What follows belongs to an exercise in optimizing a design on an open flow for small area; a production flow would make more cautious choices.
The RTL was checked by simulation tests, not by an equivalence proof against the original design.
Power figures rest on the tool's default switching activity, not on a simulated workload.

File: flow/standard.sh
#!/bin/bash
# synth_recipe.tcl (not shown) runs the flow's synth.tcl, then flattens the netlist and writes it again
# the make line also repeats each setting of config.mk as NAME=value (left out here)
make -C /OpenROAD-flow-scripts/flow DESIGN_CONFIG=/design/flow/config.mk WORK_HOME=/design/flow/orfs CLKGATE_MAP_FILE= SYNTH_SCRIPT=/design/flow/synth_recipe.tcl "${@:-finish}"
File: flow/config.mk
export PLATFORM = sky130hd
export DESIGN_NAME = top
export DESIGN_NICKNAME = top
export VERILOG_FILES = /design/flow/design.v
export SDC_FILE = /design/flow/constraint.sdc
export NUM_CORES = 8
export LEC_CHECK = 0
export CAP_MARGIN = 25
export CORE_AREA = 10 10 430 430
export DIE_AREA = 0 0 440 440
export PLACE_DENSITY = 0.6
export SLEW_MARGIN = 25
export SYNTH_HIERARCHICAL = 1
File: flow/flow/fastroute.tcl
# The platform's global-routing setup (platforms/sky130hd/fastroute.tcl) with
# the layer capacity adjustment lowered from 0.2 to 0.1.
set_global_routing_layer_adjustment $::env(MIN_ROUTING_LAYER)-$::env(MAX_ROUTING_LAYER) 0.1

set_routing_layers -clock $::env(MIN_CLK_ROUTING_LAYER)-$::env(MAX_ROUTING_LAYER)
set_routing_layers -signal $::env(MIN_ROUTING_LAYER)-$::env(MAX_ROUTING_LAYER)
File: flow/flow/run.sh
#!/bin/bash
# The standard layout (standard.sh) with these placement settings changed:
#  - plain buf_1 cells as the port buffers (every port still gets one);
#  - pins may sit one routing track apart, so a smaller die holds them, and
#    the eight result rows' pins for the same bit sit together;
#  - clock tree: larger sink clusters, small clock buffers, no dummy loads;
#  - one tie cell for the constant outputs (as synthesis leaves it);
#  - global routing may use 90% of each layer's tracks (the platform allows 80%).
set -o pipefail
export BUFFER_PORTS_ARGS="-buffer_cell sky130_fd_sc_hd__buf_1"
groups=""
for e in $(seq 0 143); do
  g=""
  for r in $(seq 0 7); do g="$g dout[$((r * 160 + e))]"; done
  groups="$groups -group_pins {$g }"
done
export PLACE_PINS_ARGS="-min_distance 1 -min_distance_in_tracks$groups"
export CTS_ARGS="-sink_clustering_enable -repair_clock_nets -dont_use_dummy_load -buf_list {sky130_fd_sc_hd__clkbuf_4 sky130_fd_sc_hd__clkbuf_8} -sink_clustering_size 18 -sink_clustering_max_diameter 45"
export SKIP_REPAIR_TIE_FANOUT=1
export FASTROUTE_TCL="$(pwd)/flow/fastroute.tcl"
bash standard.sh > standard.log 2>&1
File: flow/constraint.sdc
create_clock -name core_clock -period 10.0 [get_ports {clk}]
set_input_delay 2.0000 -clock core_clock [delete_from_list [all_inputs] [get_ports {clk}]]
set_output_delay 2.0000 -clock core_clock [all_outputs]
set_load 0.01 [all_outputs]
File: flow/design.v
module buffer (
    input  logic              clk,
    input  logic              wen,       
    input  logic [639:0]      din,
    output logic [3:0][143:0] dout,
    output logic [143:0]      set3_kept  
);
    always_ff @(posedge clk) begin
        for (int s = 0; s < 4; s++)
            if (wen) dout[s] <= din[s*160 +: 144];
        set3_kept <= dout[3];
    end
endmodule
module hadamard_product_unit (
    input  logic [71:0] kernel,
    input  logic [71:0] p0_n,    
    input  logic [71:0] p1_n,
    input  logic [71:0] p2_n,
    output logic [7:0]  y0,
    output logic [7:0]  y1,
    output logic [7:0]  y2
);
    logic [71:0] kernel3;
    times3 u_k3 (.k(kernel), .k3(kernel3));
    logic [2:0][71:0] p_n;
    logic [2:0][7:0]  y;
    assign p_n = {p2_n, p1_n, p0_n};
    assign {y2, y1, y0} = y;
    for (genvar j = 0; j < 3; j++) begin : g_dp
        logic [26:0] d1, d2, d3;
        r4dec u_dec (.p_n(p_n[j]), .d1(d1), .d2(d2), .d3(d3));
        dot9 u_dp (.k(kernel), .k3(kernel3), .p_n(p_n[j]),
                   .d1(d1), .d2(d2), .d3(d3), .y(y[j]));
    end
endmodule
module dot9 (
    input  logic [71:0] k,     
    input  logic [71:0] k3,    
    input  logic [71:0] p_n,    
    input  logic [26:0] d1,    
    input  logic [26:0] d2,    
    input  logic [26:0] d3,    
    output logic [7:0]  y
);
    logic pn1, pn2, pn3, pn4, pn5, pn6, pn7, pn8, pn9, pn10, pn11, pn12, pn13, pn14, pn15, pn16;
    logic pn17, pn18, pn19, pn20, pn21, pn22, pn23, pn24, pn25, pn26, pn27, pn28, pn29, pn30, pn31, pn32;
    logic pn33, pn34, pn35, pn36, pn37, pn38, pn39, pn40, pn41, pn42, pn43, pn44, pn45, pn46, pn47, pn48;
    logic pn49, pn50, pn51, pn52, pn53, pn54, pn55, pn56, pn57, pn58, pn59, pn60, pn61, pn62, pn63, pn64;
    logic pn65, pn66, pn67, pn68, pn69, pn70, pn71, pn72, pn73, pn74, pn75, pn76, pn77, pn78, pn79, pn80;
    logic pn81, pn82, pn83, pn84, pn85, pn86, pn87, pn88, pn89, pn90, pn91, pn92, pn93, pn94, pn95, pn96;
    logic pn97, pn98, pn99, pn100, pn101, pn102, pn103, pn104, pn105, pn106, pn107, pn108, pn109, pn110, pn111, pn112;
    logic pn113, pn114, pn115, pn116, pn117, pn118, pn119, pn120, pn121, pn122, pn123, pn124, pn125, pn126, pn127, pn128;
    logic pn129, pn130, pn131, pn132, pn133, pn134, pn135, pn136, pn137, pn138, pn139, pn140, pn141, pn142, pn143, pn144;
    logic pn145, pn146, pn147, pn148, pn149, pn150, pn151, pn152, pn153, pn154, pn155, pn156, pn157, pn158, pn159, pn160;
    logic pn161, pn162, pn163, pn164, pn165, pn166, pn167, pn168, pn169, pn170, pn171, pn172, pn173, pn174, pn175, pn176;
    logic pn177, pn178, pn179, pn180, pn181, pn182, pn183, pn184, pn185, pn186, pn187, pn188, pn189, s190, c191, s192;
    logic c193, s194, c195, s196, c197, s198, c199, s200, c201, s202, c203, s204, c205, s206, c207, s208;
    logic c209, s210, c211, s212, c213, s214, c215, s216, c217, s218, c219, s220, c221, s222, c223, s224;
    logic c225, s226, c227, s228, c229, s230, c231, s232, c233, s234, c235, s236, c237, s238, c239, s240;
    logic c241, s242, c243, s244, c245, s246, c247, s248, c249, s250, c251, s252, c253, s254, c255, s256;
    logic c257, s258, c259, s260, c261, s262, c263, s264, c265, s266, c267, s268, c269, s270, c271, s272;
    logic c273, s274, c275, s276, c277, s278, c279, s280, c281, s282, c283, s284, c285, s286, c287, s288;
    logic c289, s290, c291, s292, c293, s294, c295, s296, c297, s298, c299, s300, c301, s302, c303, s304;
    logic c305, s306, c307, s308, c309, s310, c311, s312, c313, s314, c315, s316, c317, s318, c319, s320;
    logic c321, s322, c323, s324, c325, s326, c327, s328, c329, s330, c331, s332, c333, s334, c335, s336;
    logic c337, s338, c339, s340, c341, s342, c343, s344, c345, s346, c347, s348, c349, s350, c351, s352;
    logic c353, s354, c355, s356, c357, s358, c359, s360, c361, s362, c363, s364, c365, s366, c367, s368;
    logic c369, s370, c371, s372, c373, s374, c375, s376, c377, s378, c379, s380, c381, s382, c383, s384;
    logic c385, s386, c387, s388, c389, s390, c391, s392, c393, s394, c395, s396, c397, s398, c399, s400;
    logic c401, s402, c403, s404, c405, s406, c407, s408, c409, s410, c411, s412, c413, x414, x415, x416;
    logic x417, x418, x419, x420, x421, x422, x423, x424, x425, x426, x427, x428, x429, x430, x431, x432;
    logic x433, x434, x435, x436, x437, x438, x439, x440, x441, x442, x443, x444, x445, x446, x447, x448;
    logic x449, x450, x451, x452, x453, x454, x455, x456, x457, x458, x459, x460, x461, x462, x463, x464;
    logic x465, x466, x467, x468, x469, x470, x471, x472, x473, x474, x475, x476, x477, x478, x479, x480;
    logic x481, x482, x483, x484, x485, x486, x487;
    assign pn1 = ~(k[0] & ~p_n[0]);
    assign pn2 = ~((d1[0] & k[1]) | (d2[0] & k[0]) | (d3[0] & k3[1]));
    assign pn3 = ~((d1[0] & k[2]) | (d2[0] & k[1]) | (d3[0] & k3[2]));
    assign pn4 = ~((d1[0] & k[3]) | (d2[0] & k[2]) | (d3[0] & k3[3]));
    assign pn5 = ~((d1[0] & k[4]) | (d2[0] & k[3]) | (d3[0] & k3[4]));
    assign pn6 = ~((d1[0] & k[5]) | (d2[0] & k[4]) | (d3[0] & k3[5]));
    assign pn7 = ~((d1[0] & k[6]) | (d2[0] & k[5]) | (d3[0] & k3[6]));
    assign pn8 = ~((d1[0] & k[7]) | (d2[0] & k[6]) | (d3[0] & k3[7]));
    assign pn9 = ~(k[0] & ~p_n[2]);
    assign pn10 = ~((d1[1] & k[1]) | (d2[1] & k[0]) | (d3[1] & k3[1]));
    assign pn11 = ~((d1[1] & k[2]) | (d2[1] & k[1]) | (d3[1] & k3[2]));
    assign pn12 = ~((d1[1] & k[3]) | (d2[1] & k[2]) | (d3[1] & k3[3]));
    assign pn13 = ~((d1[1] & k[4]) | (d2[1] & k[3]) | (d3[1] & k3[4]));
    assign pn14 = ~((d1[1] & k[5]) | (d2[1] & k[4]) | (d3[1] & k3[5]));
    assign pn15 = ~(k[0] & ~p_n[4]);
    assign pn16 = ~((d1[2] & k[1]) | (d2[2] & k[0]) | (d3[2] & k3[1]));
    assign pn17 = ~((d1[2] & k[2]) | (d2[2] & k[1]) | (d3[2] & k3[2]));
    assign pn18 = ~((d1[2] & k[3]) | (d2[2] & k[2]) | (d3[2] & k3[3]));
    assign pn19 = ~(k[0] & ~p_n[6]);
    assign pn20 = ~(k[1] & ~p_n[6]);
    assign pn21 = ~(k[0] & ~p_n[7]);
    assign pn22 = ~(k[8] & ~p_n[8]);
    assign pn23 = ~((d1[3] & k[9]) | (d2[3] & k[8]) | (d3[3] & k3[9]));
    assign pn24 = ~((d1[3] & k[10]) | (d2[3] & k[9]) | (d3[3] & k3[10]));
    assign pn25 = ~((d1[3] & k[11]) | (d2[3] & k[10]) | (d3[3] & k3[11]));
    assign pn26 = ~((d1[3] & k[12]) | (d2[3] & k[11]) | (d3[3] & k3[12]));
    assign pn27 = ~((d1[3] & k[13]) | (d2[3] & k[12]) | (d3[3] & k3[13]));
    assign pn28 = ~((d1[3] & k[14]) | (d2[3] & k[13]) | (d3[3] & k3[14]));
    assign pn29 = ~((d1[3] & k[15]) | (d2[3] & k[14]) | (d3[3] & k3[15]));
    assign pn30 = ~(k[8] & ~p_n[10]);
    assign pn31 = ~((d1[4] & k[9]) | (d2[4] & k[8]) | (d3[4] & k3[9]));
    assign pn32 = ~((d1[4] & k[10]) | (d2[4] & k[9]) | (d3[4] & k3[10]));
    assign pn33 = ~((d1[4] & k[11]) | (d2[4] & k[10]) | (d3[4] & k3[11]));
    assign pn34 = ~((d1[4] & k[12]) | (d2[4] & k[11]) | (d3[4] & k3[12]));
    assign pn35 = ~((d1[4] & k[13]) | (d2[4] & k[12]) | (d3[4] & k3[13]));
    assign pn36 = ~(k[8] & ~p_n[12]);
    assign pn37 = ~((d1[5] & k[9]) | (d2[5] & k[8]) | (d3[5] & k3[9]));
    assign pn38 = ~((d1[5] & k[10]) | (d2[5] & k[9]) | (d3[5] & k3[10]));
    assign pn39 = ~((d1[5] & k[11]) | (d2[5] & k[10]) | (d3[5] & k3[11]));
    assign pn40 = ~(k[8] & ~p_n[14]);
    assign pn41 = ~(k[9] & ~p_n[14]);
    assign pn42 = ~(k[8] & ~p_n[15]);
    assign pn43 = ~(k[16] & ~p_n[16]);
    assign pn44 = ~((d1[6] & k[17]) | (d2[6] & k[16]) | (d3[6] & k3[17]));
    assign pn45 = ~((d1[6] & k[18]) | (d2[6] & k[17]) | (d3[6] & k3[18]));
    assign pn46 = ~((d1[6] & k[19]) | (d2[6] & k[18]) | (d3[6] & k3[19]));
    assign pn47 = ~((d1[6] & k[20]) | (d2[6] & k[19]) | (d3[6] & k3[20]));
    assign pn48 = ~((d1[6] & k[21]) | (d2[6] & k[20]) | (d3[6] & k3[21]));
    assign pn49 = ~((d1[6] & k[22]) | (d2[6] & k[21]) | (d3[6] & k3[22]));
    assign pn50 = ~((d1[6] & k[23]) | (d2[6] & k[22]) | (d3[6] & k3[23]));
    assign pn51 = ~(k[16] & ~p_n[18]);
    assign pn52 = ~((d1[7] & k[17]) | (d2[7] & k[16]) | (d3[7] & k3[17]));
    assign pn53 = ~((d1[7] & k[18]) | (d2[7] & k[17]) | (d3[7] & k3[18]));
    assign pn54 = ~((d1[7] & k[19]) | (d2[7] & k[18]) | (d3[7] & k3[19]));
    assign pn55 = ~((d1[7] & k[20]) | (d2[7] & k[19]) | (d3[7] & k3[20]));
    assign pn56 = ~((d1[7] & k[21]) | (d2[7] & k[20]) | (d3[7] & k3[21]));
    assign pn57 = ~(k[16] & ~p_n[20]);
    assign pn58 = ~((d1[8] & k[17]) | (d2[8] & k[16]) | (d3[8] & k3[17]));
    assign pn59 = ~((d1[8] & k[18]) | (d2[8] & k[17]) | (d3[8] & k3[18]));
    assign pn60 = ~((d1[8] & k[19]) | (d2[8] & k[18]) | (d3[8] & k3[19]));
    assign pn61 = ~(k[16] & ~p_n[22]);
    assign pn62 = ~(k[17] & ~p_n[22]);
    assign pn63 = ~(k[16] & ~p_n[23]);
    assign pn64 = ~(k[24] & ~p_n[24]);
    assign pn65 = ~((d1[9] & k[25]) | (d2[9] & k[24]) | (d3[9] & k3[25]));
    assign pn66 = ~((d1[9] & k[26]) | (d2[9] & k[25]) | (d3[9] & k3[26]));
    assign pn67 = ~((d1[9] & k[27]) | (d2[9] & k[26]) | (d3[9] & k3[27]));
    assign pn68 = ~((d1[9] & k[28]) | (d2[9] & k[27]) | (d3[9] & k3[28]));
    assign pn69 = ~((d1[9] & k[29]) | (d2[9] & k[28]) | (d3[9] & k3[29]));
    assign pn70 = ~((d1[9] & k[30]) | (d2[9] & k[29]) | (d3[9] & k3[30]));
    assign pn71 = ~((d1[9] & k[31]) | (d2[9] & k[30]) | (d3[9] & k3[31]));
    assign pn72 = ~(k[24] & ~p_n[26]);
    assign pn73 = ~((d1[10] & k[25]) | (d2[10] & k[24]) | (d3[10] & k3[25]));
    assign pn74 = ~((d1[10] & k[26]) | (d2[10] & k[25]) | (d3[10] & k3[26]));
    assign pn75 = ~((d1[10] & k[27]) | (d2[10] & k[26]) | (d3[10] & k3[27]));
    assign pn76 = ~((d1[10] & k[28]) | (d2[10] & k[27]) | (d3[10] & k3[28]));
    assign pn77 = ~((d1[10] & k[29]) | (d2[10] & k[28]) | (d3[10] & k3[29]));
    assign pn78 = ~(k[24] & ~p_n[28]);
    assign pn79 = ~((d1[11] & k[25]) | (d2[11] & k[24]) | (d3[11] & k3[25]));
    assign pn80 = ~((d1[11] & k[26]) | (d2[11] & k[25]) | (d3[11] & k3[26]));
    assign pn81 = ~((d1[11] & k[27]) | (d2[11] & k[26]) | (d3[11] & k3[27]));
    assign pn82 = ~(k[24] & ~p_n[30]);
    assign pn83 = ~(k[25] & ~p_n[30]);
    assign pn84 = ~(k[24] & ~p_n[31]);
    assign pn85 = ~(k[32] & ~p_n[32]);
    assign pn86 = ~((d1[12] & k[33]) | (d2[12] & k[32]) | (d3[12] & k3[33]));
    assign pn87 = ~((d1[12] & k[34]) | (d2[12] & k[33]) | (d3[12] & k3[34]));
    assign pn88 = ~((d1[12] & k[35]) | (d2[12] & k[34]) | (d3[12] & k3[35]));
    assign pn89 = ~((d1[12] & k[36]) | (d2[12] & k[35]) | (d3[12] & k3[36]));
    assign pn90 = ~((d1[12] & k[37]) | (d2[12] & k[36]) | (d3[12] & k3[37]));
    assign pn91 = ~((d1[12] & k[38]) | (d2[12] & k[37]) | (d3[12] & k3[38]));
    assign pn92 = ~((d1[12] & k[39]) | (d2[12] & k[38]) | (d3[12] & k3[39]));
    assign pn93 = ~(k[32] & ~p_n[34]);
    assign pn94 = ~((d1[13] & k[33]) | (d2[13] & k[32]) | (d3[13] & k3[33]));
    assign pn95 = ~((d1[13] & k[34]) | (d2[13] & k[33]) | (d3[13] & k3[34]));
    assign pn96 = ~((d1[13] & k[35]) | (d2[13] & k[34]) | (d3[13] & k3[35]));
    assign pn97 = ~((d1[13] & k[36]) | (d2[13] & k[35]) | (d3[13] & k3[36]));
    assign pn98 = ~((d1[13] & k[37]) | (d2[13] & k[36]) | (d3[13] & k3[37]));
    assign pn99 = ~(k[32] & ~p_n[36]);
    assign pn100 = ~((d1[14] & k[33]) | (d2[14] & k[32]) | (d3[14] & k3[33]));
    assign pn101 = ~((d1[14] & k[34]) | (d2[14] & k[33]) | (d3[14] & k3[34]));
    assign pn102 = ~((d1[14] & k[35]) | (d2[14] & k[34]) | (d3[14] & k3[35]));
    assign pn103 = ~(k[32] & ~p_n[38]);
    assign pn104 = ~(k[33] & ~p_n[38]);
    assign pn105 = ~(k[32] & ~p_n[39]);
    assign pn106 = ~(k[40] & ~p_n[40]);
    assign pn107 = ~((d1[15] & k[41]) | (d2[15] & k[40]) | (d3[15] & k3[41]));
    assign pn108 = ~((d1[15] & k[42]) | (d2[15] & k[41]) | (d3[15] & k3[42]));
    assign pn109 = ~((d1[15] & k[43]) | (d2[15] & k[42]) | (d3[15] & k3[43]));
    assign pn110 = ~((d1[15] & k[44]) | (d2[15] & k[43]) | (d3[15] & k3[44]));
    assign pn111 = ~((d1[15] & k[45]) | (d2[15] & k[44]) | (d3[15] & k3[45]));
    assign pn112 = ~((d1[15] & k[46]) | (d2[15] & k[45]) | (d3[15] & k3[46]));
    assign pn113 = ~((d1[15] & k[47]) | (d2[15] & k[46]) | (d3[15] & k3[47]));
    assign pn114 = ~(k[40] & ~p_n[42]);
    assign pn115 = ~((d1[16] & k[41]) | (d2[16] & k[40]) | (d3[16] & k3[41]));
    assign pn116 = ~((d1[16] & k[42]) | (d2[16] & k[41]) | (d3[16] & k3[42]));
    assign pn117 = ~((d1[16] & k[43]) | (d2[16] & k[42]) | (d3[16] & k3[43]));
    assign pn118 = ~((d1[16] & k[44]) | (d2[16] & k[43]) | (d3[16] & k3[44]));
    assign pn119 = ~((d1[16] & k[45]) | (d2[16] & k[44]) | (d3[16] & k3[45]));
    assign pn120 = ~(k[40] & ~p_n[44]);
    assign pn121 = ~((d1[17] & k[41]) | (d2[17] & k[40]) | (d3[17] & k3[41]));
    assign pn122 = ~((d1[17] & k[42]) | (d2[17] & k[41]) | (d3[17] & k3[42]));
    assign pn123 = ~((d1[17] & k[43]) | (d2[17] & k[42]) | (d3[17] & k3[43]));
    assign pn124 = ~(k[40] & ~p_n[46]);
    assign pn125 = ~(k[41] & ~p_n[46]);
    assign pn126 = ~(k[40] & ~p_n[47]);
    assign pn127 = ~(k[48] & ~p_n[48]);
    assign pn128 = ~((d1[18] & k[49]) | (d2[18] & k[48]) | (d3[18] & k3[49]));
    assign pn129 = ~((d1[18] & k[50]) | (d2[18] & k[49]) | (d3[18] & k3[50]));
    assign pn130 = ~((d1[18] & k[51]) | (d2[18] & k[50]) | (d3[18] & k3[51]));
    assign pn131 = ~((d1[18] & k[52]) | (d2[18] & k[51]) | (d3[18] & k3[52]));
    assign pn132 = ~((d1[18] & k[53]) | (d2[18] & k[52]) | (d3[18] & k3[53]));
    assign pn133 = ~((d1[18] & k[54]) | (d2[18] & k[53]) | (d3[18] & k3[54]));
    assign pn134 = ~((d1[18] & k[55]) | (d2[18] & k[54]) | (d3[18] & k3[55]));
    assign pn135 = ~(k[48] & ~p_n[50]);
    assign pn136 = ~((d1[19] & k[49]) | (d2[19] & k[48]) | (d3[19] & k3[49]));
    assign pn137 = ~((d1[19] & k[50]) | (d2[19] & k[49]) | (d3[19] & k3[50]));
    assign pn138 = ~((d1[19] & k[51]) | (d2[19] & k[50]) | (d3[19] & k3[51]));
    assign pn139 = ~((d1[19] & k[52]) | (d2[19] & k[51]) | (d3[19] & k3[52]));
    assign pn140 = ~((d1[19] & k[53]) | (d2[19] & k[52]) | (d3[19] & k3[53]));
    assign pn141 = ~(k[48] & ~p_n[52]);
    assign pn142 = ~((d1[20] & k[49]) | (d2[20] & k[48]) | (d3[20] & k3[49]));
    assign pn143 = ~((d1[20] & k[50]) | (d2[20] & k[49]) | (d3[20] & k3[50]));
    assign pn144 = ~((d1[20] & k[51]) | (d2[20] & k[50]) | (d3[20] & k3[51]));
    assign pn145 = ~(k[48] & ~p_n[54]);
    assign pn146 = ~(k[49] & ~p_n[54]);
    assign pn147 = ~(k[48] & ~p_n[55]);
    assign pn148 = ~(k[56] & ~p_n[56]);
    assign pn149 = ~((d1[21] & k[57]) | (d2[21] & k[56]) | (d3[21] & k3[57]));
    assign pn150 = ~((d1[21] & k[58]) | (d2[21] & k[57]) | (d3[21] & k3[58]));
    assign pn151 = ~((d1[21] & k[59]) | (d2[21] & k[58]) | (d3[21] & k3[59]));
    assign pn152 = ~((d1[21] & k[60]) | (d2[21] & k[59]) | (d3[21] & k3[60]));
    assign pn153 = ~((d1[21] & k[61]) | (d2[21] & k[60]) | (d3[21] & k3[61]));
    assign pn154 = ~((d1[21] & k[62]) | (d2[21] & k[61]) | (d3[21] & k3[62]));
    assign pn155 = ~((d1[21] & k[63]) | (d2[21] & k[62]) | (d3[21] & k3[63]));
    assign pn156 = ~(k[56] & ~p_n[58]);
    assign pn157 = ~((d1[22] & k[57]) | (d2[22] & k[56]) | (d3[22] & k3[57]));
    assign pn158 = ~((d1[22] & k[58]) | (d2[22] & k[57]) | (d3[22] & k3[58]));
    assign pn159 = ~((d1[22] & k[59]) | (d2[22] & k[58]) | (d3[22] & k3[59]));
    assign pn160 = ~((d1[22] & k[60]) | (d2[22] & k[59]) | (d3[22] & k3[60]));
    assign pn161 = ~((d1[22] & k[61]) | (d2[22] & k[60]) | (d3[22] & k3[61]));
    assign pn162 = ~(k[56] & ~p_n[60]);
    assign pn163 = ~((d1[23] & k[57]) | (d2[23] & k[56]) | (d3[23] & k3[57]));
    assign pn164 = ~((d1[23] & k[58]) | (d2[23] & k[57]) | (d3[23] & k3[58]));
    assign pn165 = ~((d1[23] & k[59]) | (d2[23] & k[58]) | (d3[23] & k3[59]));
    assign pn166 = ~(k[56] & ~p_n[62]);
    assign pn167 = ~(k[57] & ~p_n[62]);
    assign pn168 = ~(k[56] & ~p_n[63]);
    assign pn169 = ~(k[64] & ~p_n[64]);
    assign pn170 = ~((d1[24] & k[65]) | (d2[24] & k[64]) | (d3[24] & k3[65]));
    assign pn171 = ~((d1[24] & k[66]) | (d2[24] & k[65]) | (d3[24] & k3[66]));
    assign pn172 = ~((d1[24] & k[67]) | (d2[24] & k[66]) | (d3[24] & k3[67]));
    assign pn173 = ~((d1[24] & k[68]) | (d2[24] & k[67]) | (d3[24] & k3[68]));
    assign pn174 = ~((d1[24] & k[69]) | (d2[24] & k[68]) | (d3[24] & k3[69]));
    assign pn175 = ~((d1[24] & k[70]) | (d2[24] & k[69]) | (d3[24] & k3[70]));
    assign pn176 = ~((d1[24] & k[71]) | (d2[24] & k[70]) | (d3[24] & k3[71]));
    assign pn177 = ~(k[64] & ~p_n[66]);
    assign pn178 = ~((d1[25] & k[65]) | (d2[25] & k[64]) | (d3[25] & k3[65]));
    assign pn179 = ~((d1[25] & k[66]) | (d2[25] & k[65]) | (d3[25] & k3[66]));
    assign pn180 = ~((d1[25] & k[67]) | (d2[25] & k[66]) | (d3[25] & k3[67]));
    assign pn181 = ~((d1[25] & k[68]) | (d2[25] & k[67]) | (d3[25] & k3[68]));
    assign pn182 = ~((d1[25] & k[69]) | (d2[25] & k[68]) | (d3[25] & k3[69]));
    assign pn183 = ~(k[64] & ~p_n[68]);
    assign pn184 = ~((d1[26] & k[65]) | (d2[26] & k[64]) | (d3[26] & k3[65]));
    assign pn185 = ~((d1[26] & k[66]) | (d2[26] & k[65]) | (d3[26] & k3[66]));
    assign pn186 = ~((d1[26] & k[67]) | (d2[26] & k[66]) | (d3[26] & k3[67]));
    assign pn187 = ~(k[64] & ~p_n[70]);
    assign pn188 = ~(k[65] & ~p_n[70]);
    assign pn189 = ~(k[64] & ~p_n[71]);
    fa u_s190 (.a(pn1), .b(pn22), .c(pn43), .s(s190), .co(c191));
    fa u_s192 (.a(pn64), .b(pn85), .c(pn106), .s(s192), .co(c193));
    fa u_s194 (.a(pn127), .b(pn148), .c(pn169), .s(s194), .co(c195));
    fa u_s196 (.a(s190), .b(s192), .c(s194), .s(s196), .co(c197));
    fa u_s198 (.a(pn2), .b(pn23), .c(pn44), .s(s198), .co(c199));
    fa u_s200 (.a(pn65), .b(pn86), .c(pn107), .s(s200), .co(c201));
    fa u_s202 (.a(pn128), .b(pn149), .c(pn170), .s(s202), .co(c203));
    fa u_s204 (.a(c191), .b(c193), .c(c195), .s(s204), .co(c205));
    fa u_s206 (.a(c197), .b(s198), .c(s200), .s(s206), .co(c207));
    fa u_s208 (.a(s202), .b(s204), .c(s206), .s(s208), .co(c209));
    fa u_s210 (.a(pn9), .b(pn30), .c(pn51), .s(s210), .co(c211));
    fa u_s212 (.a(pn72), .b(pn93), .c(pn114), .s(s212), .co(c213));
    fa u_s214 (.a(pn135), .b(pn156), .c(pn177), .s(s214), .co(c215));
    fa u_s216 (.a(s210), .b(s212), .c(s214), .s(s216), .co(c217));
    fa u_s218 (.a(pn3), .b(pn24), .c(pn45), .s(s218), .co(c219));
    fa u_s220 (.a(pn66), .b(pn87), .c(pn108), .s(s220), .co(c221));
    fa u_s222 (.a(pn129), .b(pn150), .c(pn171), .s(s222), .co(c223));
    fa u_s224 (.a(c199), .b(c201), .c(c203), .s(s224), .co(c225));
    fa u_s226 (.a(c205), .b(s216), .c(c207), .s(s226), .co(c227));
    fa u_s228 (.a(s218), .b(s220), .c(s222), .s(s228), .co(c229));
    fa u_s230 (.a(s224), .b(c209), .c(s226), .s(s230), .co(c231));
    assign s232 = ~(s228 ^ s230);
    assign c233 = s228 | s230;
    fa u_s234 (.a(pn10), .b(pn31), .c(pn52), .s(s234), .co(c235));
    fa u_s236 (.a(pn73), .b(pn94), .c(pn115), .s(s236), .co(c237));
    fa u_s238 (.a(pn136), .b(pn157), .c(pn178), .s(s238), .co(c239));
    fa u_s240 (.a(c211), .b(c213), .c(c215), .s(s240), .co(c241));
    fa u_s242 (.a(c217), .b(s234), .c(s236), .s(s242), .co(c243));
    fa u_s244 (.a(s238), .b(s240), .c(pn4), .s(s244), .co(c245));
    fa u_s246 (.a(pn25), .b(pn46), .c(pn67), .s(s246), .co(c247));
    fa u_s248 (.a(pn88), .b(pn109), .c(pn130), .s(s248), .co(c249));
    fa u_s250 (.a(pn151), .b(pn172), .c(c219), .s(s250), .co(c251));
    fa u_s252 (.a(c221), .b(c223), .c(c225), .s(s252), .co(c253));
    fa u_s254 (.a(s242), .b(c227), .c(c229), .s(s254), .co(c255));
    fa u_s256 (.a(s244), .b(s246), .c(s248), .s(s256), .co(c257));
    fa u_s258 (.a(s250), .b(s252), .c(c231), .s(s258), .co(c259));
    fa u_s260 (.a(s254), .b(s256), .c(c233), .s(s260), .co(c261));
    assign s262 = ~(s258 ^ s260);
    assign c263 = s258 | s260;
    fa u_s264 (.a(pn15), .b(pn36), .c(pn57), .s(s264), .co(c265));
    fa u_s266 (.a(pn78), .b(pn99), .c(pn120), .s(s266), .co(c267));
    fa u_s268 (.a(pn141), .b(pn162), .c(pn183), .s(s268), .co(c269));
    fa u_s270 (.a(s264), .b(s266), .c(s268), .s(s270), .co(c271));
    fa u_s272 (.a(pn11), .b(pn32), .c(pn53), .s(s272), .co(c273));
    fa u_s274 (.a(pn74), .b(pn95), .c(pn116), .s(s274), .co(c275));
    fa u_s276 (.a(pn137), .b(pn158), .c(pn179), .s(s276), .co(c277));
    fa u_s278 (.a(c235), .b(c237), .c(c239), .s(s278), .co(c279));
    fa u_s280 (.a(c241), .b(s270), .c(c243), .s(s280), .co(c281));
    fa u_s282 (.a(s272), .b(s274), .c(s276), .s(s282), .co(c283));
    fa u_s284 (.a(s278), .b(pn5), .c(pn26), .s(s284), .co(c285));
    fa u_s286 (.a(pn47), .b(pn68), .c(pn89), .s(s286), .co(c287));
    fa u_s288 (.a(pn110), .b(pn131), .c(pn152), .s(s288), .co(c289));
    fa u_s290 (.a(pn173), .b(c245), .c(c247), .s(s290), .co(c291));
    fa u_s292 (.a(c249), .b(c251), .c(c253), .s(s292), .co(c293));
    fa u_s294 (.a(s280), .b(s282), .c(c255), .s(s294), .co(c295));
    fa u_s296 (.a(c257), .b(s284), .c(s286), .s(s296), .co(c297));
    fa u_s298 (.a(s288), .b(s290), .c(s292), .s(s298), .co(c299));
    fa u_s300 (.a(c259), .b(s294), .c(s296), .s(s300), .co(c301));
    fa u_s302 (.a(s298), .b(c261), .c(s300), .s(s302), .co(c303));
    assign s304 = ~(c263 ^ s302);
    assign c305 = c263 | s302;
    fa u_s306 (.a(pn16), .b(pn37), .c(pn58), .s(s306), .co(c307));
    fa u_s308 (.a(pn79), .b(pn100), .c(pn121), .s(s308), .co(c309));
    fa u_s310 (.a(pn142), .b(pn163), .c(pn184), .s(s310), .co(c311));
    fa u_s312 (.a(c265), .b(c267), .c(c269), .s(s312), .co(c313));
    fa u_s314 (.a(c271), .b(s306), .c(s308), .s(s314), .co(c315));
    fa u_s316 (.a(s310), .b(s312), .c(pn12), .s(s316), .co(c317));
    fa u_s318 (.a(pn33), .b(pn54), .c(pn75), .s(s318), .co(c319));
    fa u_s320 (.a(pn96), .b(pn117), .c(pn138), .s(s320), .co(c321));
    fa u_s322 (.a(pn159), .b(pn180), .c(c273), .s(s322), .co(c323));
    fa u_s324 (.a(c275), .b(c277), .c(c279), .s(s324), .co(c325));
    fa u_s326 (.a(s314), .b(c281), .c(c283), .s(s326), .co(c327));
    fa u_s328 (.a(s316), .b(s318), .c(s320), .s(s328), .co(c329));
    fa u_s330 (.a(s322), .b(s324), .c(pn6), .s(s330), .co(c331));
    fa u_s332 (.a(pn27), .b(pn48), .c(pn69), .s(s332), .co(c333));
    fa u_s334 (.a(pn90), .b(pn111), .c(pn132), .s(s334), .co(c335));
    fa u_s336 (.a(pn153), .b(pn174), .c(c285), .s(s336), .co(c337));
    fa u_s338 (.a(c287), .b(c289), .c(c291), .s(s338), .co(c339));
    fa u_s340 (.a(c293), .b(s326), .c(s328), .s(s340), .co(c341));
    fa u_s342 (.a(c295), .b(c297), .c(c299), .s(s342), .co(c343));
    fa u_s344 (.a(s330), .b(s332), .c(s334), .s(s344), .co(c345));
    fa u_s346 (.a(s336), .b(s338), .c(s340), .s(s346), .co(c347));
    fa u_s348 (.a(c301), .b(s342), .c(s344), .s(s348), .co(c349));
    fa u_s350 (.a(s346), .b(c303), .c(s348), .s(s350), .co(c351));
    assign s352 = ~(c305 ^ s350);
    assign c353 = c305 | s350;
    fa u_s354 (.a(pn19), .b(pn40), .c(pn61), .s(s354), .co(c355));
    fa u_s356 (.a(pn82), .b(pn103), .c(pn124), .s(s356), .co(c357));
    fa u_s358 (.a(pn145), .b(pn166), .c(pn187), .s(s358), .co(c359));
    fa u_s360 (.a(s354), .b(s356), .c(s358), .s(s360), .co(c361));
    fa u_s362 (.a(pn17), .b(pn38), .c(pn59), .s(s362), .co(c363));
    fa u_s364 (.a(pn80), .b(pn101), .c(pn122), .s(s364), .co(c365));
    fa u_s366 (.a(pn143), .b(pn164), .c(pn185), .s(s366), .co(c367));
    fa u_s368 (.a(c307), .b(c309), .c(c311), .s(s368), .co(c369));
    fa u_s370 (.a(c313), .b(s360), .c(c315), .s(s370), .co(c371));
    fa u_s372 (.a(s362), .b(s364), .c(s366), .s(s372), .co(c373));
    fa u_s374 (.a(s368), .b(pn13), .c(pn34), .s(s374), .co(c375));
    fa u_s376 (.a(pn55), .b(pn76), .c(pn97), .s(s376), .co(c377));
    fa u_s378 (.a(pn118), .b(pn139), .c(pn160), .s(s378), .co(c379));
    fa u_s380 (.a(pn181), .b(c317), .c(c319), .s(s380), .co(c381));
    fa u_s382 (.a(c321), .b(c323), .c(c325), .s(s382), .co(c383));
    fa u_s384 (.a(s370), .b(s372), .c(c327), .s(s384), .co(c385));
    fa u_s386 (.a(c329), .b(s374), .c(s376), .s(s386), .co(c387));
    fa u_s388 (.a(s378), .b(s380), .c(s382), .s(s388), .co(c389));
    fa u_s390 (.a(c331), .b(c333), .c(c335), .s(s390), .co(c391));
    fa u_s392 (.a(c337), .b(c339), .c(pn7), .s(s392), .co(c393));
    fa u_s394 (.a(pn28), .b(pn49), .c(pn70), .s(s394), .co(c395));
    fa u_s396 (.a(pn91), .b(pn112), .c(pn133), .s(s396), .co(c397));
    fa u_s398 (.a(pn154), .b(pn175), .c(c341), .s(s398), .co(c399));
    fa u_s400 (.a(s384), .b(s386), .c(s388), .s(s400), .co(c401));
    fa u_s402 (.a(c343), .b(c345), .c(s390), .s(s402), .co(c403));
    fa u_s404 (.a(s392), .b(s394), .c(s396), .s(s404), .co(c405));
    fa u_s406 (.a(c347), .b(s398), .c(s400), .s(s406), .co(c407));
    fa u_s408 (.a(c349), .b(s402), .c(s404), .s(s408), .co(c409));
    fa u_s410 (.a(s406), .b(c351), .c(s408), .s(s410), .co(c411));
    assign s412 = ~(c353 ^ s410);
    assign c413 = c353 | s410;
    assign x414 = pn20 ^ pn21;
    assign x415 = pn41 ^ pn42;
    assign x416 = pn62 ^ pn63;
    assign x417 = pn83 ^ pn84;
    assign x418 = pn104 ^ pn105;
    assign x419 = pn125 ^ pn126;
    assign x420 = pn146 ^ pn147;
    assign x421 = pn167 ^ pn168;
    assign x422 = pn188 ^ pn189;
    assign x423 = x414 ^ x415;
    assign x424 = x416 ^ x417;
    assign x425 = x418 ^ x419;
    assign x426 = x420 ^ x421;
    assign x427 = x422 ^ c355;
    assign x428 = c357 ^ c359;
    assign x429 = x423 ^ x424;
    assign x430 = x425 ^ x426;
    assign x431 = x427 ^ x428;
    assign x432 = x429 ^ x430;
    assign x433 = c361 ^ x431;
    assign x434 = x432 ^ pn18;
    assign x435 = pn39 ^ pn60;
    assign x436 = pn81 ^ pn102;
    assign x437 = pn123 ^ pn144;
    assign x438 = pn165 ^ pn186;
    assign x439 = c363 ^ c365;
    assign x440 = c367 ^ c369;
    assign x441 = x433 ^ x434;
    assign x442 = x435 ^ x436;
    assign x443 = x437 ^ x438;
    assign x444 = x439 ^ x440;
    assign x445 = c371 ^ c373;
    assign x446 = x441 ^ x442;
    assign x447 = x443 ^ x444;
    assign x448 = pn14 ^ pn35;
    assign x449 = pn56 ^ pn77;
    assign x450 = pn98 ^ pn119;
    assign x451 = pn140 ^ pn161;
    assign x452 = pn182 ^ c375;
    assign x453 = c377 ^ c379;
    assign x454 = c381 ^ c383;
    assign x455 = x445 ^ x446;
    assign x456 = x447 ^ x448;
    assign x457 = x449 ^ x450;
    assign x458 = x451 ^ x452;
    assign x459 = x453 ^ x454;
    assign x460 = x455 ^ c385;
    assign x461 = c387 ^ c389;
    assign x462 = x456 ^ x457;
    assign x463 = x458 ^ x459;
    assign x464 = c391 ^ x460;
    assign x465 = x461 ^ pn8;
    assign x466 = pn29 ^ pn50;
    assign x467 = pn71 ^ pn92;
    assign x468 = pn113 ^ pn134;
    assign x469 = pn155 ^ pn176;
    assign x470 = c393 ^ c395;
    assign x471 = c397 ^ x462;
    assign x472 = x463 ^ c399;
    assign x473 = c401 ^ x464;
    assign x474 = x465 ^ x466;
    assign x475 = x467 ^ x468;
    assign x476 = x469 ^ x470;
    assign x477 = x471 ^ c403;
    assign x478 = x472 ^ c405;
    assign x479 = x473 ^ x474;
    assign x480 = x475 ^ x476;
    assign x481 = c407 ^ x477;
    assign x482 = x478 ^ x479;
    assign x483 = x480 ^ c409;
    assign x484 = x481 ^ x482;
    assign x485 = x483 ^ x484;
    assign x486 = c411 ^ x485;
    assign x487 = c413 ^ x486;
    assign y[0] = ~s196;
    assign y[1] = ~s208;
    assign y[2] = ~s232;
    assign y[3] = ~s262;
    assign y[4] = ~s304;
    assign y[5] = ~s352;
    assign y[6] = ~s412;
    assign y[7] = ~x487;
endmodule
module r4dec (
    input  logic [71:0] p_n,
    output logic [26:0] d1,
    output logic [26:0] d2,
    output logic [26:0] d3
);
    for (genvar m = 0; m < 9; m++) begin : g_m
        for (genvar i = 0; i < 3; i++) begin : g_d
            assign d1[m*3+i] = ~p_n[m*8+2*i] & p_n[m*8+2*i+1];
            assign d2[m*3+i] = p_n[m*8+2*i] & ~p_n[m*8+2*i+1];
            assign d3[m*3+i] = ~(p_n[m*8+2*i] | p_n[m*8+2*i+1]);
        end
    end
endmodule
module times3 (
    input  logic [71:0] k,
    output logic [71:0] k3
);
    for (genvar m = 0; m < 9; m++) begin : g_m
        logic [7:0] a, y;
        logic [7:1] c;
        assign a = k[m*8 +: 8];
        assign y[0] = a[0];
        assign y[1] = a[1] ^ a[0];
        assign c[1] = a[1] & a[0];
        for (genvar b = 2; b < 7; b++) begin : g_b
            fa u_fa (.a(a[b]), .b(a[b-1]), .c(c[b-1]), .s(y[b]), .co(c[b]));
        end
        assign y[7] = a[7] ^ a[6] ^ c[6];
        assign k3[m*8 +: 8] = y;
    end
endmodule
module fa (input logic a, input logic b, input logic c, output logic s, output logic co);
    assign s  = a ^ b ^ c;
    assign co = (a & b) | (c & (a ^ b));
endmodule
module for_output (
    input  logic          clk,
    input  logic          rst,
    input  logic [1:0]    op,
    input  logic          wr_reg,    
    input  logic          arr3,      
    input  logic          arr1,      
    input  logic [15:0]   lane0,     
    input  logic [15:0]   lane1,
    input  logic [15:0]   lane2,
    output logic [1279:0] dout
);
    localparam logic [1:0] WRITE = 2'd2;
    logic [3:0] index;       
    logic       dv;          
    logic       full;
    logic [2:0] res_index;
    logic [7:0] res_inval;   
    always_ff @(posedge clk or posedge rst) begin
        if (rst)
            full <= 1'b0;
        else if (op == WRITE)
            full <= 1'b0;
        else if (!res_inval[7] && dv)
            full <= 1'b1;
    end
    logic [4:0] sum;
    assign sum = index + (arr3 ? 5'd3 : 5'd1);
    always_ff @(posedge clk or posedge rst) begin
        if (rst) begin
            index <= 4'd0;
            dv    <= 1'b0;
        end else if (op == WRITE) begin
            index <= 4'd0;
            dv    <= 1'b0;
        end else if (!full && (arr3 || arr1)) begin
            if (sum >= 5'd9) begin
                index <= 4'(sum - 5'd9);
                dv    <= 1'b1;
            end else begin
                index <= sum[3:0];
                dv    <= 1'b0;
            end
        end
    end
    always_ff @(posedge clk or posedge rst) begin
        if (rst)
            res_index <= 3'd0;
        else if (wr_reg)
            res_index <= 3'd0;
        else if (dv && res_index != 3'd7)
            res_index <= res_index + 3'd1;
    end
    always_ff @(posedge clk or posedge rst) begin
        if (rst)
            res_inval <= '1;
        else if (wr_reg)
            res_inval <= '1;
        else if (!full && (dv || index != 4'd0))
            res_inval[res_index] <= 1'b0;
    end
    logic       acc_d;       
    logic       n3_d;
    logic [3:0] i_d;         
    assign n3_d = arr1;
    always_ff @(posedge clk or posedge rst) begin
        if (rst) begin
            acc_d <= 1'b0;
            i_d   <= 4'd0;
        end else begin
            acc_d <= (arr3 || arr1) && (op != WRITE) && !full;
            i_d   <= index;
        end
    end
    logic wr_now;
    assign wr_now = acc_d && !full && !wr_reg;
    logic [8:0][15:0] bus;
    logic [8:0]       to_cur;     
    logic [8:0]       to_next;    
    always_comb begin
        for (int e = 0; e < 9; e++) begin
            bus[e]     = '0;
            to_cur[e]  = 1'b0;
            to_next[e] = 1'b0;
            for (int k = 0; k < 3; k++) begin
                if ((k == 0 || n3_d) && (32'(i_d) + k == e)) begin
                    bus[e]    = (k == 0) ? lane0 : (k == 1) ? lane1 : lane2;
                    to_cur[e] = 1'b1;
                end
                if ((k == 0 || n3_d) && (32'(i_d) + k == e + 9)) begin
                    bus[e]     = (k == 0) ? lane0 : (k == 1) ? lane1 : lane2;
                    to_next[e] = 1'b1;
                end
            end
            if (e >= 32'(i_d) + (n3_d ? 3 : 1))
                to_cur[e] = 1'b1;    
        end
    end
    logic [7:0][8:0][15:0] rows_n;
    always_ff @(posedge clk) begin
        for (int r = 0; r < 8; r++)
            for (int e = 0; e < 9; e++)
                if (wr_now && ((to_cur[e] && r >= res_index) || (to_next[e] && r > res_index)))
                    rows_n[r][e] <= ~bus[e];
    end
    for (genvar r = 0; r < 8; r++) begin : g_row
        assign dout[r*160 +: 144]       = ~(rows_n[r] | {144{res_inval[r]}});
        assign dout[r*160 + 144 +: 16]  = 16'd0;
    end
endmodule
module top #(
    parameter DATA_WIDTH = 8,
    parameter BUFFER_SIZE = 2,
    parameter KERNEL_SIZE = 9,
    parameter NUM_OF_MUL = 2,
    parameter DATA_OF_SET = 20,
    parameter IN_NUM_OF_SET = 4,
    parameter OUT_NUM_OF_SET = 3
)(
    input  logic          clk,
    input  logic          rst,
    input  logic [639:0]  din,
    input  logic [71:0]   kernel,
    input  logic [1:0]    op,
    output logic [1279:0] dout,
    output logic          dout_valid
);
    localparam logic [1:0] READ  = 2'd1;
    localparam logic [1:0] WRITE = 2'd2;
    logic       rd_reg, wr_reg;    
    logic [5:0] cnt;               
    logic       wen;
    always_ff @(posedge clk or posedge rst) begin
        if (rst) begin
            rd_reg <= 1'b0;
            wr_reg <= 1'b0;
            cnt    <= 6'd0;
        end else begin
            rd_reg <= (op == READ);
            wr_reg <= (op == WRITE);
            if (cnt == 6'd32 || ((op == READ) && rd_reg))
                cnt <= 6'd0;
            else if ((op == READ) && !rd_reg)
                cnt <= cnt + 6'd1;
        end
    end
    assign wen        = (op == READ) && !rd_reg && (cnt == 6'd0);
    assign dout_valid = (op == WRITE) && !wr_reg;
    logic [4:1] ph;
    logic       ph2_n, ph4_n;    
    always_ff @(posedge clk or posedge rst) begin
        if (rst) begin
            ph    <= '0;
            ph2_n <= 1'b1;
            ph4_n <= 1'b1;
        end else begin
            ph    <= {ph[3:1], wen};
            ph2_n <= !ph[1];
            ph4_n <= !ph[3];
        end
    end
    logic [3:0][143:0] set_q;
    logic [143:0]      set3_q;
    buffer u_buf (.clk(clk), .wen(wen), .din(din), .dout(set_q), .set3_kept(set3_q));
    logic [71:0] kernel_d;
    always_ff @(posedge clk) kernel_d <= kernel;
    logic [71:0] k_src;
    assign k_src = ({72{ph[2]}} & kernel) | ({72{ph2_n}} & kernel_d);
    logic [71:0] pu0_n, pu1_n, pu2_n;
    assign pu0_n = ~(({72{ph[2]}} & set_q[0][71:0])   | ({72{ph[3]}} & set_q[1][143:72]) | ({72{ph[4]}} & set3_q[71:0]));
    assign pu1_n = ~(({72{ph[2]}} & set_q[0][143:72]) | ({72{ph[3]}} & set_q[2][71:0])   | ({72{ph[4]}} & set3_q[143:72]));
    assign pu2_n = ~(({72{ph[2]}} & set_q[1][71:0])   | ({72{ph2_n}} & set_q[2][143:72]));
    logic [7:0] u0, u1, u2;
    hadamard_product_unit u_dp (
        .kernel(k_src),
        .p0_n(pu0_n),
        .p1_n(pu1_n),
        .p2_n(pu2_n),
        .y0(u0),
        .y1(u1),
        .y2(u2)
    );
    logic [7:0] r0, r1, r2, r0_d, r1_d, r2_d;
    always_ff @(posedge clk) begin
        r0   <= u0;
        r1   <= u1;
        r2   <= u2;
        r0_d <= r0;
        r1_d <= r1;
        r2_d <= r2;
    end
    logic [15:0] lane0, lane1, lane2;
    assign lane0 = ({16{ph[4]}} & {r1_d, r0_d}) | ({16{ph4_n}} & {r1, r0});
    assign lane1 = {r0, r2_d};
    assign lane2 = {r2, r1};
    for_output u_out (
        .clk(clk),
        .rst(rst),
        .op(op),
        .wr_reg(wr_reg),
        .arr3(ph[3]),
        .arr1(ph[4]),
        .lane0(lane0),
        .lane1(lane1),
        .lane2(lane2),
        .dout(dout)
    );
endmodule
==> reports/metrics.yaml, run 1 <==
global_route:
  antenna_found_initial: 78
  first_global_vias: 65200
  grt.overflow.total: 0
  grt_pass1_wl_um: 518300
  grt_max_degree: 154
  track_usage_pct: 34.34
yosys:
  netlist_instances: 6062
  netlist_area_mm2: 0.08881
  synth_nets: 7188
  syn_area_per_cell_um2: 14.65
  ys_warn_count: 9
finish:
  fillers: 14400
  drive_above_1_share_pct: 10.60
  area_growth_syn_to_layout_pct: 15.09
  reg_top3: "u_out.rows_n: 1152 flops, u_buf.dout: 576 flops, u_buf.set3_kept: 144 flops"
  post-route-util_pct: 58.16
  finalNetCount: 9093
  largest_register_ff_count: 1152
  design_area_mm2: 0.1022
  largest_register: "u_out.rows_n"
die:
  row_count: 154
  ios: 1997
  die_w_um: 440
  die_h_um: 440
  die-area_mm2: 0.1936
  start_util_pct: 50.54
  coreArea_mm2: 0.1757
power:
  ir_worst_vdd_mv: 0.2085
  p_per_area_mw_per_mm2: 165.9
  p_leak_nw: 32.64
critical_path:
  crit_chain: "buf_4, a222oi_1, buf_4, and2b_2, a222oi_1, fa_1, fa_1, fa_1, fa_1, fa_1, fa_1, fa_1, fa_1, fa_1, inv_1, ha_1, xnor2_1, xnor2_1, xnor2_1, xnor2_1, xnor2_1, xnor3_1"
  cp.required_ns: 10.88
  critPathKind: "reg -> reg"
  slowest_delay_ns: 0.73
  regToRegStartpoint: "ph[2]"
  reg2reg_slack_ns: 1.05
  critical-path-top-delay-family: "adder cells"
  cp_max_fo: 51
  path_buf_inv: 3
  start_kind: "register"
  reg2reg_depth: 22
  critPathCaptureType: "register"
  cp.depth: 22
  r2r_end: "r1[7]"
  crit_top_cell: "fa_1"
  worstPathArrival_ns: 9.82
  cp_slowest_cell: "a222oi_1"
sta:
  period_share_pct: 89.47
  max_freq_ghz: 0.1118
  finalMaxSlewViolations: 0
  worst_slew_pin_slew_ns: 1.198
  setup_viol: 0
  maxSlewHeadroom_pct: 20.16
  rsz0062_at_grt: "no"
  skew_ns: 0.1212
  hold_violations: 0
  min_period_ns: 8.947
worst_hold_path:
  hp-start: "u_buf.dout[538]"
  hold_end: "u_buf.set3_kept[106]"
  hold_path.class: "reg -> reg"
  hold_depth: 0
routing:
  first_pass_iters: 19
  routed_via_density: 6.546
  drc: 0
  vias: 67820
  wl_um: 389600
  drtIter0Drc: 14510
  ant_nets: 0
  wl_per_cell_um: 37.61
clock_tree:
  clock_sinks: 2028
  htreeDepth: 4
  cts.clk_slew.worst_paths_ns: 0.08
  hold_buffers: 0
  cts-root-buf: "clkbuf_8"
  cts_buffers: 189
  clk_latency_ns: 1.05
  clk_path_buf_depth: 3
  post_cts_buffers: 0
  ctsResizeCount: 0
  cts_tree: "done"
place:
  portBuffers: 1804
  dp_hpwl_um: 284300
  place_congestion: 0.9744
  placed_area_mm2: 0.09920
run:
  max-cap-violations: 0
status:
  status: "finished clean"
[worst max path at each step]
stage / slack [ns] / start / to
final: 1.05 / ph[2] / r1[7]
after global routing: 0.84 / ph[2] / r1[7]
after CTS: 1.17 / ph[2] / r1[7]
after detailed placement: 0.41 / kernel[32] / r1[7]
after global placement: 0.46 / kernel[32] / r2[7]
after floorplan: -6.99 / op[1] / ph[1]
[placed cells by master (no fill, tap or decap), drive strengths merged, types with 20 or more instances in the layout]
cell type	count
buf	2129
and2b	166
a22o	104
nand2b	152
nand2	87
edfxtp	1728
a222oi	661
a21oi	85
ha	42
nor2	1292
inv	56
and3	21
diode	56
clkbuf	221
nor3	20
dfrtp	26
fa	368
dfxtp	264
nor2b	47
a211oi	20
a22oi	74
xnor2	191
o21ai	20
[routing by layer]
metal / routed length (um) / track usage (%)
met4: 35740 / 24.40
met5: 249 / 0
met1: 128100 / 40.11
met2: 176900 / 54.55
met3: 48660 / 10.27
[cell type report]
| class | count | area [um2] | area share (%) |
|---|---|---|---|
| sequential | 2028 | 58130 | 56.88 |
| multi-input combinational | 3522 | 28650 | 28.03 |
| timing repair buffer | 2170 | 9539 | 9.333 |
| tap | 2340 | 2928 | 2.865 |
| clock buffer | 189 | 2601 | 2.545 |
| inverter | 56 | 210.2 | 0.2057 |
| antenna | 56 | 140.1 | 0.1371 |
[stage by stage]
step	hold WS (ns)	worst slack, ns	TNS, ns	total power, mW	cells
after floorplan	0.3233	-6.993	-3758.91	11.37	6062
after global placement	0.3239	0.4648	0	12.67	10060
after detailed placement	0.3269	0.4075	0	12.69	10080
after CTS	0.2994	1.170	0	16.83	10270
after global routing	0.3093	0.8431	0	17.43	10360
final	0.3000	1.053	0	16.96	10360
[power by group]
group | switching (mW) | internal (mW)
combinational | 1.92 | 1.20
clock | 2.59 | 1.67
sequential | 0.325 | 9.25
[worst register-to-register path, cell delays in order, from the launching register on]
cell      delay [ns]
dfrtp_4         0.71
buf_4           0.51
a222oi_1        0.74
buf_4           0.29
and2b_2         0.28
a222oi_1        0.53
fa_1            0.55
fa_1            0.52
fa_1            0.41
fa_1            0.42
fa_1            0.42
fa_1            0.47
fa_1            0.47
fa_1            0.51
fa_1            0.49
inv_1           0.04
ha_1            0.21
xnor2_1         0.21
xnor2_1         0.17
xnor2_1         0.11
xnor2_1         0.22
xnor2_1         0.15
xnor3_1         0.42
==> run 2, diff against run 1 <==
--- a/flow/flow/run.sh
+++ b/flow/flow/run.sh
@@ -15,7 +15,7 @@
   groups="$groups -group_pins {$g }"
 done
 export PLACE_PINS_ARGS="-min_distance 1 -min_distance_in_tracks$groups"
-export CTS_ARGS="-sink_clustering_enable -repair_clock_nets -dont_use_dummy_load -buf_list {sky130_fd_sc_hd__clkbuf_4 sky130_fd_sc_hd__clkbuf_8} -sink_clustering_size 18 -sink_clustering_max_diameter 45"
+export CTS_ARGS="-sink_clustering_enable -repair_clock_nets -dont_use_dummy_load -buf_list {sky130_fd_sc_hd__clkbuf_4 sky130_fd_sc_hd__clkbuf_8} -sink_clustering_size 20 -sink_clustering_max_diameter 50"
 export SKIP_REPAIR_TIE_FANOUT=1
 export FASTROUTE_TCL="$(pwd)/flow/fastroute.tcl"
 bash standard.sh > standard.log 2>&1
--- a/flow/config.mk
+++ b/flow/config.mk
@@ -6,8 +6,8 @@
 export NUM_CORES = 8
 export LEC_CHECK = 0
 export CAP_MARGIN = 25
-export CORE_AREA = 10 10 430 430
-export DIE_AREA = 0 0 440 440
-export PLACE_DENSITY = 0.6
+export CORE_AREA = 10 10 410 410
+export DIE_AREA = 0 0 420 420
+export PLACE_DENSITY = 0.65
 export SLEW_MARGIN = 25
 export SYNTH_HIERARCHICAL = 1
==> run 2 against run 1 <==
  * Synthesized area is the same
  * Power shrank 3.1%
  * Sequential share of layout area grew 0.44 points
  * Worst setup slack lost 0.20 ns
  * Combinational power shrank 2%
  * Non-clock buffer count shrank 2
  * Critical path type unchanged
  * Count of clock-buffer cells in the layout shrank 35
  * Still clean on timing, DRC and antenna
  * Wire length shrank 1.6%
  * Synthesized cell count is the same
  * Fmax shrank 2.2%
==> reports/metrics.yaml, run 2 <==
global_route:
  first_global_vias: 65200  # -0.0015%
  track_usage_pct: 37.12  # +2.8 points
  grt.overflow.total: 0  # unchanged
  antenna_found_initial: 72  # -7.7%
  grt_pass1_wl_um: 510800  # -1.5%
  grt_max_degree: 194  # +26%
finish:
  fillers: 12190  # -15%
  drive_above_1_share_pct: 10.27  # -0.33 points
  finalNetCount: 9056  # -0.41%
  reg_top3: "u_out.rows_n: 1152 flops, u_buf.dout: 576 flops, u_buf.set3_kept: 144 flops"
  largest_register: "u_out.rows_n"
  layout.cells.non_filler: 10070  # -2.8%
  area_growth_syn_to_layout_pct: 14.21
  layout_common_cells: "1,805 x buf_1, 1,728 x edfxtp_1, 1,283 x nor2_1"
  mostFrequentLayoutCell: "buf_1"
  largest_register_ff_count: 1152  # unchanged
routing:
  routed_via_density: 6.807  # +4.0%
  vias: 68560  # +1.1%
  drtIter0Drc: 15920  # +9.7%
  drc: 0  # unchanged
  wl_um: 383200  # -1.6%
  wl_per_cell_um: 38.05  # +1.2%
  first_pass_iters: 19  # unchanged
  ant_nets: 0  # unchanged
critical_path:
  cp.required_ns: 10.68  # -0.20 ns
  path_buf_inv: 3  # unchanged
  slowest_delay_ns: 0.97  # +0.24 ns
  critPathKind: "reg -> reg"
  critPathCaptureType: "register"
  cp_slowest_cell: "a222oi_1"
  critical-path-top-delay-family: "adder cells"
  crit_chain: "buf_4, a222oi_1, buf_4, and2b_2, a222oi_1, fa_1, fa_1, fa_1, fa_1, fa_1, fa_1, fa_1, fa_1, fa_1, inv_1, ha_1, xnor2_1, xnor2_1, xnor2_1, xnor2_1, xnor2_1, xnor3_1"
  crit_top_cell: "fa_1"
  worstPathArrival_ns: 9.82  # about the same
  cp_max_fo: 49  # -3.9%
  start_kind: "register"
clock_tree:
  ctsResizeCount: 0  # unchanged
  clk_path_buf_depth: 3  # unchanged
  cts-root-buf: "clkbuf_8"
  post_cts_buffers: 0  # unchanged
  htreeDepth: 4  # unchanged
  cts_buffers: 154  # -19%
  clk_latency_ns: 0.97  # -0.08 ns
  cts_tree: "done"
  hold_buffers: 0  # unchanged
  cts.clk_slew.worst_paths_ns: 0.10  # +0.02 ns
  clock_sinks: 2028  # unchanged
place:
  dp_hpwl_um: 281300  # -1.1%
  portBuffers: 1804  # unchanged
  dp_cells: 9801  # -2.8%
  place_congestion: 0.9976  # +2.4%
sta:
  worst_slew_pin_slew_ns: 1.216  # +0.01878 ns
  skew_ns: 0.1724  # +0.05118 ns
  max_freq_ghz: 0.1094  # -2.2%
  finalMaxSlewViolations: 0  # unchanged
  rsz0062_at_grt: "no"
  hold_violations: 0  # unchanged
  maxSlewHeadroom_pct: 18.91  # -1.3 points
  period_share_pct: 91.45  # +2.0 points
  min_period_ns: 9.145  # +0.1982 ns
  setup_viol: 0  # unchanged
yosys:
  syn_area_per_cell_um2: 14.65  # unchanged
  netlist_area_mm2: 0.08881  # unchanged
  ys_warn_count: 9  # unchanged
  netlist_instances: 6062  # unchanged
  synth_nets: 7188  # unchanged
power:
  p_per_area_mw_per_mm2: 162.0  # -2.4%
  power_mw: 16.43  # -3.1%
  ir_worst_vdd_mv: 0.2791  # +34%
  p_leak_nw: 32.37  # -0.84%
die:
  start_util_pct: 55.94  # +5.4 points
  die-area_mm2: 0.1764  # -8.9%
  coreArea_mm2: 0.1587  # -9.7%
  die_h_um: 420  # -4.5%
  ios: 1997  # unchanged
  die_w_um: 420  # -4.5%
  row_count: 146  # -5.2%
run:
  max-cap-violations: 0  # unchanged
status:
  status: "finished clean"
worst_hold_path:
  hold_path.class: "reg -> reg"
## run 2: path summary, 6_finish.rpt
kind                                  from                  to  slack [ns]  cells past startpoint
max in group asynchronous              rst               ph[3]        7.96                      2
hold reg to reg            u_buf.dout[434]  u_buf.set3_kept[2]        0.27                      0
setup reg to reg                     ph[2]               r0[7]        0.86                     22
min in group asynchronous              rst              cnt[2]        1.33                      2
hold / removal             u_buf.dout[434]  u_buf.set3_kept[2]        0.27                      0
setup / recovery                     ph[2]               r0[7]        0.86                     22
## run 2: per-layer routing
metal / track usage (%) / share of wire [%]
met2: 59.14 / 46
met5: 0 / 0.032
met1: 44.36 / 32
met4: 25.33 / 9.0
met3: 10.17 / 13
## run 2: cell type report
cell class	instances	area (um2)	share of cell area, %
tap	2072	2592	2.556
antenna	71	177.7	0.1752
sequential	2028	58130	57.32
inverter	56	210.2	0.2073
clock buffer	154	2120	2.090
timing repair buffer	2168	9529	9.396
multi-input combinational	3522	28660	28.26
## run 2: worst register-to-register path, cell delays in order (launching register included)
cell	delay (ns)
dfrtp_4	0.74
buf_4	0.45
a222oi_1	0.97
buf_4	0.29
and2b_2	0.28
a222oi_1	0.41
fa_1	0.52
fa_1	0.49
fa_1	0.40
fa_1	0.44
fa_1	0.43
fa_1	0.46
fa_1	0.46
fa_1	0.51
fa_1	0.50
inv_1	0.04
ha_1	0.23
xnor2_1	0.27
xnor2_1	0.20
xnor2_1	0.17
xnor2_1	0.16
xnor2_1	0.15
xnor3_1	0.40
## run 2: power by group
| part | internal (mW) | total, mW | switching [mW] |
|---|---|---|---|
| registers | 9.25 | 9.53 | 0.284 |
| clock network | 1.38 | 3.85 | 2.47 |
| logic | 1.18 | 3.05 | 1.87 |
## run 2: stage by stage
step	setup TNS [ns]	cell area [um2]	util, %	hold slack, ns	worst slack, ns
final	0	101400	63.89	0.2697	0.8551
after floorplan	-3758.91	88820	-	0.3233	-6.993
after CTS	0	100900	63.57	0.2662	1.049
after detailed placement	0	98800	62.24	0.3269	0.4224
after global routing	0	101400	63.86	0.2659	0.6543
after global placement	0	98570	62.09	0.3235	0.4746

[afterwards: timing with drivers on the ports]
The flow's constraints put no driver on any port. The routed layouts listed below were extracted and timed again, unchanged, in two steps.
Step 1: set_driving_cell puts a clkbuf_16 on clk and a buf_2 on each other input, an assumption about the parent block.
Step 2 also shifts input and output timing later by t, the mid clock arrival at the registers, as if the neighbouring blocks saw the same clock.
a / b / c = ideal ports / drivers / drivers and shift; a / b = the first two.
run	t, ns	slack for setup (ns)	worst data-port slew with drivers (ns)
run 1	1.073	1.053 / 1.053 / 0.056	0.14
run 2	0.979	0.855 / 0.855 / 0.074	0.26
After both steps setup and hold are still met in every run listed. The setup slack of run 1, which loses most, moves by 0.000 ns with the drivers and by -0.997 ns with both steps.
